Background: an optimization exercise with open tools, aiming at small area and a short achievable clock period. Do not read the settings as production practice.

// systolic_array
module systolic_array #(
    parameter M           = 5,
    parameter N           = 3,
    parameter K           = 4,
    parameter DATA_WIDTH  = 32
) (
    input clk,
    input rst_n,
    input [DATA_WIDTH*M-1:0] X,
    input [DATA_WIDTH*K-1:0] W,
    output reg [DATA_WIDTH*M*K-1:0] Y,
    output done
);
For scale: ~12000 cells after synthesis, roughly 0.12 mm^2 of cells after synthesis.
==> flow/config.mk <==
export PLATFORM = sky130hd
export DESIGN_NAME = systolic_array
export DESIGN_NICKNAME = systolic_array
export VERILOG_FILES = /design/flow/design.v
export SDC_FILE = /design/flow/constraint.sdc
export NUM_CORES = 8
export LEC_CHECK = 0
export ABC_AREA = 1
export CAP_MARGIN = 20
export CORE_MARGIN = 2
export CORE_UTILIZATION = 55
export CTS_CLUSTER_DIAMETER = 150
export CTS_CLUSTER_SIZE = 20
export PLACE_DENSITY = 0.65
export SETUP_SLACK_MARGIN = 5
export SLEW_MARGIN = 20
export SYNTH_HIERARCHICAL = 1
==> flow/constraint.sdc <==
create_clock -name core_clock -period 8.5 [get_ports {clk}]
set_input_delay 1.7000 -clock core_clock [delete_from_list [all_inputs] [get_ports {clk}]]
set_output_delay 1.7000 -clock core_clock [all_outputs]
set_load 0.01 [all_outputs]
standard.sh (not shown) runs the stock make flow with config.mk's settings and CLKGATE_MAP_FILE= SYNTH_SCRIPT=/design/flow/synth_recipe.tcl, a recipe that flattens the netlist after the stock synthesis.
==> flow/flow/run.sh <==
#!/bin/bash
# The standard layout with two changes:
#  - input and output ports are buffered with plain buffers (buf_1) instead
#    of the delay cells buffer_ports picks by default;
#  - after the standard synthesis, fa_polarity.py complements some full
#    adders (a full adder is self-dual) so that fewer inverters are needed
#    between them; registers and all other cells are unchanged.
set -euo pipefail
export BUFFER_PORTS_ARGS="-buffer_cell sky130_fd_sc_hd__buf_1"
RES=orfs/results/${FLOW_PLATFORM}/systolic_array/base
bash standard.sh synth > make_synth.log 2>&1
python3 flow/fa_polarity.py $RES/1_2_yosys.v $RES/1_2_yosys.pol.v > fa_polarity.log 2>&1
cp $RES/1_2_yosys.v 1_2_yosys.standard.v
mv $RES/1_2_yosys.pol.v $RES/1_2_yosys.v
rm -f $RES/1_synth.odb $RES/1_synth.sdc
bash standard.sh > make_layout.log 2>&1
Other scripts of this flow, unchanged in this note and not shown: flow/flow/fa_polarity.py
Next try:
--- a/flow/design.v
+++ b/flow/design.v
@@ -76,47 +76,47 @@
 function [15:0] btwo(input [31:0] x);
     integer k;
     reg b2, b1, b0;
     begin
         for (k = 0; k < 16; k = k + 1) begin
             b2 = x[2*k+1];
             b1 = x[2*k];
             b0 = (k == 0) ? 1'b0 : x[(k == 0) ? 0 : 2*k-1];
             btwo[k] = (b2 & ~b1 & ~b0) | (~b2 & b1 & b0);
         end
     end
 endfunction
-wire [31:0] wsh [0:2];
+wire [31:0] wsh [0:0];
 genvar c;
 generate
-    for (c = 0; c < 3; c = c + 1) begin : wcp
+    for (c = 0; c < 1; c = c + 1) begin : wcp
         wcopy wc (.clk(clk), .d(wq0_d), .q(wsh[c]));
     end
 endgenerate
 genvar i;
 generate
     for (i = 0; i < M; i = i + 1) begin : row
         reg [31:0] xr0;
         wire [31:0] xr1 = Y[32*(4*i+2) +: 32];
         wire [31:0] xr2 = Y[32*(4*i+3) +: 32];
         reg [15:0] eone, etwo;       
         wire [31:0] xr0_d = ldany ? X[32*i +: 32] : xr1;
         always @(posedge clk) begin
             xr0 <= xr0_d;
             eone <= bone(xr0_d);
             etwo <= btwo(xr0_d);
         end
         wire [31:0] sum;
         wire [31:0] x = xr0;
-        wire [31:0] w = wsh[i * 3 / 5];
+        wire [31:0] w = wsh[i * 1 / 5];
         wire uclr = clr[i];
         reg [31:0] acc;        
         wire [31:0] accm = uclr ? 32'd0 : acc;
         wire one0 = eone[0];
         wire two0 = etwo[0];
         wire neg0 = x[1];
         wire one1 = eone[1];
         wire two1 = etwo[1];
         wire neg1 = x[3];
         wire one2 = eone[2];
         wire two2 = etwo[2];
         wire neg2 = x[5];
Cell area shrinks by 0.36%; utilization grows by 0.50 points; final cell count goes down by 1.2%; critical path depth does not change; worst setup slack degrades by 84 ps.
No run of this note included a check of the RTL's function; only the layout flow was run.

-- static timing again, ports no longer ideal --
The flow's constraints put no driver on any port. The routed layouts listed below were extracted and timed again, unchanged, in two steps. Step 1 assumes that a clkbuf_16 drives the clock port and a buf_2 every other input. Step 2 also shifts input and output timing later by t, the mid clock arrival at the registers, as if the neighbouring blocks saw the same clock. Three values: ideal ports, drivers, drivers and shift; two values: the first two.
run | shift t [ns] | setup WS [ns] | hold slack, ns | worst setup path at the end
the first run | 0.952 | 4.958 / 4.893 / 4.958 | 0.293 / 0.293 / 0.293 | register to register
the second run | 0.956 | 4.875 / 4.875 / 4.875 | 0.324 / 0.324 / 0.324 | register to register
After both steps every run listed still meets setup and hold.
